From an optimization exercise on the open Yosys and OpenROAD flow, aimed at small area; shortcuts taken in it are not production practice. The RTL was checked by simulation tests, not by an equivalence proof against the original design. Power and IR drop assume default switching activity.

run a:
==> flow/design.v (excerpt) <==
module DE1_SoC (CLOCK_50, GPIO_1, HEX0, KEY, SW);
	input logic				CLOCK_50;  
	output logic [6:0] HEX0;
	input logic [3:0] KEY;
	input logic [9:0] SW;
	output logic	[35:0] GPIO_1;
	logic clk;
	assign clk = CLOCK_50;
	logic reset, pause;
	assign reset = SW[9];
	assign pause = SW[0];
	logic k1, k2, k3, k4;
	always_comb begin
		if (!SW[1]) begin
			k1 = KEY[1];
			k2 = KEY[3];
			k3 = KEY[2];
			k4 = KEY[0];
		end else begin
			k1 = KEY[3];
			k2 = KEY[2];
			k3 = KEY[1];
			k4 = KEY[0];
		end
	end
	logic L, R, up, down;
	button butLeft(.clk, .reset, .inputButton(k1), .out(L));
	button butUp(.clk, .reset, .inputButton(k2), .out(up));
	button butDown(.clk, .reset, .inputButton(k3), .out(down));
	button butRight(.clk, .reset, .inputButton(k4), .out(R));
	logic resetGame;
	logic [3:0] fr, fc;
	frog f(.clk, .reset, .resetField(resetGame), .left(L), .right(R), .up, .down, .fr, .fc);
	counters score(.clk, .reset, .increase(up & (fr == 4'd15)), .HEX0);
	logic [3:0] row;
	LEDDriver scan(.CLK(clk), .RST(reset | resetGame), .RowSelect(row));
	logic [15:0] redRow;
	logic hit;
	cars car(.clk, .reset, .resetField(resetGame), .pause, .level(SW[6:3]),
	         .row, .redRow, .fr, .fc, .hit);
	collision c(.clk, .hit, .resetgame(resetGame));
	assign GPIO_1[35:32] = row;
	genvar k;
	generate
  ...
export LEC_CHECK = 0
export ABC_AREA = 1
export CAP_MARGIN = 20
export CORE_MARGIN = 2
export CORE_UTILIZATION = 85
export SLEW_MARGIN = 20
create_clock -name core_clock -period 10.0 [get_ports {CLOCK_50}]
standard.sh (not shown) runs the stock make flow with config.mk's settings and CLKGATE_MAP_FILE= SYNTH_SCRIPT=/design/flow/synth_recipe.tcl, a recipe that flattens the netlist after the stock synthesis.
==> flow/flow/run.sh <==
#!/bin/bash
# Own flow: the standard layout (standard.sh) with two changes.
#  - Synthesis is synth_recipe.tcl, but Yosys's abc runs a stronger area script
#    (deepsyn from a few seeds, amap, the smallest kept; flow/abc_override.tcl),
#    and adders are left to
#    abc instead of being mapped to half/full adder cells first
#    (ADDER_MAP_FILE empty). Flip-flops are mapped before abc runs, so the
#    registers, their names and their cells are those of the standard synthesis.
#  - Every port still gets a buffer, of the smallest buffer cell.
#  - The clock tree uses small clock buffers and no dummy loads.
# Each tool's full output is in the ORFS logs under orfs/logs; make's output
# is in own_flow.log.
set -euo pipefail
cd "$(dirname "$0")/.."
W=$(pwd)
mkdir -p $W/own_abc
export OWN_ABC_DIR=$W/own_abc
export OWN_ABC_SEEDS="1 11 22 33"
export OWN_ABC_SECONDS=60
{ echo "source $W/flow/abc_override.tcl"; cat synth_recipe.tcl; } > own_synth.tcl
sed "s#$W/synth_recipe.tcl#$W/own_synth.tcl#" standard.sh > own_standard.sh
grep -q own_synth.tcl own_standard.sh
CTS="-sink_clustering_enable -repair_clock_nets -dont_use_dummy_load -sink_clustering_size 6 -buf_list sky130_fd_sc_hd__clkbuf_4"
bash own_standard.sh "ADDER_MAP_FILE=" "BUFFER_PORTS_ARGS=-buffer_cell sky130_fd_sc_hd__buf_1" "CTS_ARGS=$CTS" finish > own_flow.log 2>&1
Other scripts of this flow, unchanged in this note and not shown: flow/flow/abc_override.tcl
Seen in the log of run a: GPL-0301 during global placement without I/O, after which the run never completed.
#### Input delta (run b over run a)
# run a
export LEC_CHECK = 0
export ABC_AREA = 1
export CAP_MARGIN = 20
export CORE_MARGIN = 2
export CORE_UTILIZATION = 85
export SLEW_MARGIN = 20
create_clock -name core_clock -period 10.0 [get_ports {CLOCK_50}]
# run b
export LEC_CHECK = 0
export ABC_AREA = 1
export CAP_MARGIN = 20
export CORE_MARGIN = 2
export CORE_UTILIZATION = 75
export GPL_TIMING_DRIVEN = 0
export SLEW_MARGIN = 20
create_clock -name core_clock -period 10.0 [get_ports {CLOCK_50}]
Findings:
Run b was carried through to the last stage, and its layout satisfied the timing, design-rule and antenna checks. As far as instance count of the mapped netlist goes, run a and run b are indistinguishable; the numbers are identical. Combined area of all synthesized cells: run b vs run a identical. Effective utilization at floorplan in run b is 8.6 points lower than in run a. Height of the chip for run b is higher than for run a. Run b vs. run a: number of rows in the core area has increased; die span in x up 6.1%.

The RTL this note starts from:
==> flow/design.v <==
module DFF_2 (clk, reset, D, Q);
	output logic Q;
	input logic clk, reset, D;
	logic [1:0] q;
	always_ff @(posedge clk) begin
		if (reset) q <= 2'b00;
		else       q <= {q[0], D};
	end
	assign Q = q[1];
endmodule
module button (clk, reset, inputButton, out);
	input logic clk, reset;
	input logic inputButton;
	output logic out;
	logic tempOut;
	DFF_2 d0 (.clk, .reset, .D(~inputButton), .Q(tempOut));
	logic [1:0] ps;
	always_ff @(posedge clk) begin
		if (reset) ps <= 2'b00;
		else begin
			ps[0] <= ~ps[1] & (tempOut | ps[0]);
			ps[1] <= ps[0] & ~ps[1] & ~tempOut;
		end
	end
	assign out = ps[1];
endmodule
module counters (clk, reset, increase, HEX0);
	input logic clk, reset, increase;
	output logic [6:0] HEX0;
	logic [3:0] ps;
	always_ff @(posedge clk) begin
		if (reset)         ps <= 4'd0;
		else if (increase) ps <= ps + 4'd1;
	end
	always_comb begin
		if (ps == 4'd0) HEX0 = 7'b1000000;
		else if (ps == 4'd1) HEX0 = 7'b1111001;
		else if (ps == 4'd2) HEX0 = 7'b0100100;
		else if (ps == 4'd3) HEX0 = 7'b0110000;
		else if (ps == 4'd4) HEX0 = 7'b0011001;
		else if (ps == 4'd5) HEX0 = 7'b0010010;
		else if (ps == 4'd6) HEX0 = 7'b0000010;
		else if (ps == 4'd7) HEX0 = 7'b1111000;
		else if (ps == 4'd8) HEX0 = 7'b0000000;
		else if (ps == 4'd9) HEX0 = 7'b0010000;
		else HEX0 = 7'b1111111;
	end
endmodule
module collision (clk, hit, resetgame);
	input logic clk, hit;
	output logic resetgame;
	always_ff @(posedge clk) resetgame <= hit;
endmodule
module frog (clk, reset, resetField, left, right, up, down, fr, fc);
	input logic clk, reset, resetField, left, right, up, down;
	output logic [3:0] fr, fc;
	always_ff @(posedge clk) begin
		if (reset | resetField | (up & (fr == 4'd15))) begin
			fr <= 4'd0;
			fc <= 4'd9;
		end else if (down) begin
			if (fr != 4'd0) fr <= fr - 4'd1;
		end else if (up) begin
			fr <= fr + 4'd1;
		end else if (right) begin
			fc <= fc - 4'd1;
		end else if (left) begin
			fc <= fc + 4'd1;
		end
	end
endmodule
module speedEnable (clk, reset, level, enable);
	input logic clk, reset;
	input logic [3:0] level;
	output logic enable;
	logic [13:0] num;
	always_ff @(posedge clk) begin
		if (reset) num <= '0;
		else       num <= num + 14'd1;
	end
	logic e4, e3, e2, e1;
	assign e4 = (num[10:0] == 11'd1);
	assign e3 = e4 & ~num[11];
	assign e2 = e3 & ~num[12];
	assign e1 = e2 & ~num[13];
	always_comb begin
		if (level == 4'b0010)      enable = e2;
		else if (level == 4'b0100) enable = e3;
		else if (level == 4'b1000) enable = e4;
		else                       enable = e1;
	end
endmodule
module cars (clk, reset, resetField, pause, level, row, redRow, fr, fc, hit);
	input logic clk, reset, resetField, pause;
	input logic [3:0] level;
	input logic [3:0] row, fr, fc;
	output logic [15:0] redRow;
	output logic hit;
	logic enable;
	speedEnable sp(.clk, .reset, .level, .enable);
	logic [3:0] s;
	logic [2:0] q7;
	logic [1:0] q3;
	logic q2, t0, t1;
	always_ff @(posedge clk) begin
		if (reset || resetField) begin
			s <= 4'd0; q7 <= 3'd0; q3 <= 2'd0; q2 <= 1'b0; t0 <= 1'b1; t1 <= 1'b0;
		end else if (!pause && enable) begin
			s <= s + 4'd1;
			if (s == 4'd15) begin
				q7 <= (q7 >= 3'd6) ? 3'd0 : q7 + 3'd1;
				q3 <= (q3 >= 2'd2) ? 2'd0 : q3 + 2'd1;
				q2 <= ~q2;
				t0 <= 1'b0;
				t1 <= t0;
			end
		end
	end
	function automatic logic [15:0] pat7(input logic [2:0] a);
		case (a)
			3'd0: pat7 = 16'b1010101100101100;
			3'd1: pat7 = 16'b1011001100101000;
			3'd2: pat7 = 16'b0010011001101110;
			3'd3: pat7 = 16'b1011101100100100;
			3'd4: pat7 = 16'b1010000100100100;
			3'd5: pat7 = 16'b1010001100101000;
			3'd6: pat7 = 16'b1001100101100110;
			default: pat7 = 16'b1010101100101100;
		endcase
	endfunction
	function automatic logic [15:0] pat3(input logic [1:0] a);
		case (a)
			2'd0: pat3 = 16'b1011001100111100;
			2'd1: pat3 = 16'b1011001100101101;
			2'd2: pat3 = 16'b1001000001001100;
			default: pat3 = 16'b1011001100111100;
		endcase
	endfunction
	function automatic logic [15:0] pat2(input logic a);
		pat2 = a ? 16'b0101100110001101 : 16'b1010101000101100;
	endfunction
	function automatic logic [2:0] place7(input logic [3:0] r);
		case (r)
			4'd1: place7 = 3'd0;
			4'd2: place7 = 3'd1;
			4'd3: place7 = 3'd2;
			4'd6: place7 = 3'd3;
			4'd9: place7 = 3'd5;
			4'd12: place7 = 3'd4;
			4'd15: place7 = 3'd6;
			default: place7 = 3'd0;
		endcase
	endfunction
	function automatic logic [1:0] place3(input logic [3:0] r);
		case (r)
			4'd4: place3 = 2'd0;
			4'd8: place3 = 2'd1;
			4'd14: place3 = 2'd2;
			default: place3 = 2'd0;
		endcase
	endfunction
	function automatic logic place2(input logic [3:0] r);
		place2 = (r == 4'd13) || (r == 4'd5);
	endfunction
	function automatic logic [2:0] add7(input logic [2:0] a, input logic [2:0] b);
		logic [3:0] t;
		t = a + b;
		add7 = (t >= 4'd7) ? 3'(t - 4'd7) : t[2:0];
	endfunction
	function automatic logic [1:0] add3(input logic [1:0] a, input logic [1:0] b);
		logic [2:0] t;
		t = a + b;
		add3 = (t >= 3'd3) ? 2'(t - 3'd3) : t[1:0];
	endfunction
	function automatic logic is7(input logic [3:0] r);
		is7 = (r == 4'd1) || (r == 4'd2) || (r == 4'd3) || (r == 4'd6) || (r == 4'd12) || (r == 4'd9) || (r == 4'd15);
	endfunction
	function automatic logic is3(input logic [3:0] r);
		is3 = (r == 4'd4) || (r == 4'd8) || (r == 4'd14);
	endfunction
	function automatic logic is2(input logic [3:0] r);
		is2 = (r == 4'd5) || (r == 4'd7) || (r == 4'd10) || (r == 4'd13);
	endfunction
	logic [15:0] hi, z7, z3, z2, z;
	logic [2:0] a7; logic [1:0] a3; logic a2;
	assign a7 = add7(place7(row), q7);
	assign a3 = add3(place3(row), q3);
	assign a2 = place2(row) ^ q2;
	genvar k;
	generate
		for (k = 0; k < 16; k++) begin : th
			assign hi[k] = ({1'b0, s} + 5'(k)) >= 5'd16;
		end
	endgenerate
	assign z7 = (hi & pat7(add7(a7, 3'd1))) | (~hi & pat7(a7));
	assign z3 = (hi & pat3(add3(a3, 2'd1))) | (~hi & pat3(a3));
	assign z2 = (hi & pat2(~a2)) | (~hi & pat2(a2));
	always_comb begin
		if (((row == 4'd10) && t0) || ((row == 4'd5) && t1))
			z = (hi & 16'b0101100110001101) | (~hi & 16'b1011000110101100);
		else if ((row == 4'd5) && t0)
			z = (hi & 16'b1011000110101100) | (~hi & 16'b1011000100101100);
		else if (is7(row)) z = z7;
		else if (is3(row)) z = z3;
		else if (is2(row)) z = z2;
		else if (row == 4'd11) z = 16'b1010001100101100;
		else z = 16'd0;
	end
	logic [31:0] zz;
	assign zz = {z, z} << s;
	assign redRow = zz[31:16];
	logic [3:0] d; logic b;
	assign d = fc - s;
	assign b = fc < s;
	logic [2:0] f7; logic [1:0] f3; logic f2;
	assign f7 = add7(place7(fr), q7 + {2'b00, b});
	assign f3 = add3(place3(fr), q3 + {1'b0, b});
	assign f2 = place2(fr) ^ q2 ^ b;
	logic [15:0] zf;
	always_comb begin
		if (((fr == 4'd10) && t0) || ((fr == 4'd5) && t1))
			zf = b ? 16'b0101100110001101 : 16'b1011000110101100;
		else if ((fr == 4'd5) && t0)
			zf = b ? 16'b1011000110101100 : 16'b1011000100101100;
		else if (is7(fr)) zf = pat7(f7);
		else if (is3(fr)) zf = pat3(f3);
		else if (is2(fr)) zf = pat2(f2);
		else if (fr == 4'd11) zf = 16'b1010001100101100;
		else zf = 16'd0;
	end
	assign hit = zf[d];
endmodule
module LEDDriver (CLK, RST, RowSelect);
	input logic CLK, RST;
	output logic [3:0] RowSelect;
	always_ff @(posedge CLK) begin
		if (RST) RowSelect <= 4'd0;
		else     RowSelect <= RowSelect + 4'd1;
	end
endmodule
module DE1_SoC (CLOCK_50, GPIO_1, HEX0, KEY, SW);
	input logic				CLOCK_50;  
	output logic [6:0] HEX0;
	input logic [3:0] KEY;
	input logic [9:0] SW;
	output logic	[35:0] GPIO_1;
	logic clk;
	assign clk = CLOCK_50;
	logic reset, pause;
	assign reset = SW[9];
	assign pause = SW[0];
	logic k1, k2, k3, k4;
	always_comb begin
		if (!SW[1]) begin
			k1 = KEY[1];
			k2 = KEY[3];
			k3 = KEY[2];
			k4 = KEY[0];
		end else begin
			k1 = KEY[3];
			k2 = KEY[2];
			k3 = KEY[1];
			k4 = KEY[0];
		end
	end
	logic L, R, up, down;
	button butLeft(.clk, .reset, .inputButton(k1), .out(L));
	button butUp(.clk, .reset, .inputButton(k2), .out(up));
	button butDown(.clk, .reset, .inputButton(k3), .out(down));
	button butRight(.clk, .reset, .inputButton(k4), .out(R));
	logic resetGame;
	logic [3:0] fr, fc;
	frog f(.clk, .reset, .resetField(resetGame), .left(L), .right(R), .up, .down, .fr, .fc);
	counters score(.clk, .reset, .increase(up & (fr == 4'd15)), .HEX0);
	logic [3:0] row;
	LEDDriver scan(.CLK(clk), .RST(reset | resetGame), .RowSelect(row));
	logic [15:0] redRow;
	logic hit;
	cars car(.clk, .reset, .resetField(resetGame), .pause, .level(SW[6:3]),
	         .row, .redRow, .fr, .fc, .hit);
	collision c(.clk, .hit, .resetgame(resetGame));
	assign GPIO_1[35:32] = row;
	genvar k;
	generate
		for (k = 0; k < 16; k++) begin : px
			assign GPIO_1[31-k] = (row == fr) && (fc == k);
			assign GPIO_1[15-k] = redRow[k];
		end
	endgenerate
endmodule
clock: 10.0 ns
lec_check: 0
abc_area: 1
cap_margin: 20
core_margin: 2
core_utilization: 75
slew_margin: 20
==> flow/flow/run.sh <==
#!/bin/bash
# Own flow: the standard layout (standard.sh) with two changes.
#  - Synthesis is synth_recipe.tcl, but Yosys's abc runs a stronger area script
#    (flow/abc_deep.script, via flow/abc_override.tcl), and adders are left to
#    abc instead of being mapped to half/full adder cells first
#    (ADDER_MAP_FILE empty). Flip-flops are mapped before abc runs, so the
#    registers, their names and their cells are those of the standard synthesis.
#  - Every port still gets a buffer, of the smallest buffer cell.
#  - The clock tree uses small clock buffers and no dummy loads.
# Each tool's full output is in the ORFS logs under orfs/logs; make's output
# is in own_flow.log.
set -euo pipefail
cd "$(dirname "$0")/.."
W=$(pwd)
export OWN_ABC_SCRIPT=$W/flow/abc_deep.script
{ echo "source $W/flow/abc_override.tcl"; cat synth_recipe.tcl; } > own_synth.tcl
sed "s#$W/synth_recipe.tcl#$W/own_synth.tcl#" standard.sh > own_standard.sh
grep -q own_synth.tcl own_standard.sh
CTS="-sink_clustering_enable -repair_clock_nets -dont_use_dummy_load -sink_clustering_size 8 -root_buf sky130_fd_sc_hd__clkbuf_8 -buf_list {sky130_fd_sc_hd__clkbuf_4 sky130_fd_sc_hd__clkbuf_8}"
bash own_standard.sh "ADDER_MAP_FILE=" "BUFFER_PORTS_ARGS=-buffer_cell sky130_fd_sc_hd__buf_1" "CTS_ARGS=$CTS" finish > own_flow.log 2>&1
==> flow/flow/abc_deep.script <==
strash
&get -n
&deepsyn -T 120
&put
dch -f
amap -F 4 -A 8
==> flow/flow/abc_override.tcl <==
# Run Yosys's abc with this flow's area script in place of the one ORFS picks.
# Only the combinational logic changes: the flip-flops are already mapped.
proc abc {args} {
  set i [lsearch -exact $args -script]
  if {$i >= 0} {
    lset args [expr {$i + 1}] $::env(OWN_ABC_SCRIPT)
  }
  set j [lsearch -exact $args -D]
  if {$j >= 0} {
    set args [lreplace $args $j [expr {$j + 1}]]
  }
  yosys abc {*}$args
}
Edit:
--- a/flow/flow/run.sh
+++ b/flow/flow/run.sh
@@ -17,4 +17,4 @@
 sed "s#$W/synth_recipe.tcl#$W/own_synth.tcl#" standard.sh > own_standard.sh
 grep -q own_synth.tcl own_standard.sh
-CTS="-sink_clustering_enable -repair_clock_nets -dont_use_dummy_load -sink_clustering_size 8 -root_buf sky130_fd_sc_hd__clkbuf_8 -buf_list {sky130_fd_sc_hd__clkbuf_4 sky130_fd_sc_hd__clkbuf_8}"
+CTS="-sink_clustering_enable -repair_clock_nets -dont_use_dummy_load -sink_clustering_size 6 -buf_list sky130_fd_sc_hd__clkbuf_4"
 bash own_standard.sh "ADDER_MAP_FILE=" "BUFFER_PORTS_ARGS=-buffer_cell sky130_fd_sc_hd__buf_1" "CTS_ARGS=$CTS" finish > own_flow.log 2>&1
Outcome: Sequential share of layout area increases by 0.31 points. Clock power is lower by 26%. Clock-buffer cell count is unchanged. Combinational power stays flat. Die area does not change. Routed wire length came out lower by 3.5%. Global-route usage falls by 1.7 points. Total power came out lower by 6.1%. Synthesized cell count does not change. Design area came out lower by 1.2%.
Edit:
--- a/flow/flow/run.sh
+++ b/flow/flow/run.sh
@@ -7,5 +7,4 @@
 #    registers, their names and their cells are those of the standard synthesis.
 #  - Every port still gets a buffer, of the smallest buffer cell.
-#  - The clock tree uses small clock buffers and no dummy loads.
 # Each tool's full output is in the ORFS logs under orfs/logs; make's output
 # is in own_flow.log.
@@ -17,4 +16,3 @@
 sed "s#$W/synth_recipe.tcl#$W/own_synth.tcl#" standard.sh > own_standard.sh
 grep -q own_synth.tcl own_standard.sh
-CTS="-sink_clustering_enable -repair_clock_nets -dont_use_dummy_load -sink_clustering_size 6 -buf_list sky130_fd_sc_hd__clkbuf_4"
-bash own_standard.sh "ADDER_MAP_FILE=" "BUFFER_PORTS_ARGS=-buffer_cell sky130_fd_sc_hd__buf_1" "CTS_ARGS=$CTS" finish > own_flow.log 2>&1
+bash own_standard.sh "ADDER_MAP_FILE=" "BUFFER_PORTS_ARGS=-buffer_cell sky130_fd_sc_hd__buf_1" finish > own_flow.log 2>&1
==> flow/flow/abc_deep.script (replaced) <==
strash
&get -n
&deepsyn -T 90
&put
dch -f
map -a
topo
Settings changed: CORE_UTILIZATION 75 to 70, CTS_BUF_LIST from default to sky130_fd_sc_hd__clkbuf_4, CTS_CLUSTER_SIZE from default to 8.
=> The new run finished with timing, DRC and antenna clean. Total power went up by 22%. Maximum frequency came out higher by 7.4%. Design area goes up by 7.5%. Setup slack gains 0.52 ns. Flip-flop and latch count is unchanged.

==> static timing again, ports no longer ideal <==
The results above use ideal ports. As a check the final layouts listed here were re-extracted and re-timed, cells and wires unchanged.
Step 1 assumes that a clkbuf_16 drives the clock port and a buf_2 every other input.
Step 2 also shifts input and output timing later by t, the mid clock arrival at the registers, as if the neighbouring blocks saw the same clock.
Slacks: ideal ports / drivers / drivers and shift; pairs: ideal ports / drivers.
| run | t, ns | slack for setup (ns) | hold slack, ns | worst setup path at the end | cell pins on the clock port's net |
|---|---|---|---|---|---|
| run b | 0.423 | 2.186 / 2.159 / 2.582 | 0.421 / 0.421 / 0.421 | register to output | 1 |
| the first run of note 2 | 0.366 | 2.490 / 2.457 / 2.824 | 0.424 / 0.424 / 0.424 | register to output | 1 |
| the second run of note 2 | 0.421 | 2.430 / 2.400 / 2.821 | 0.439 / 0.439 / 0.439 | register to output | 1 |
| the third run of note 2 | 0.448 | 2.950 / 2.920 / 3.368 | 0.403 / 0.403 / 0.403 | register to output | 1 |
After both steps every run listed still meets setup and hold.
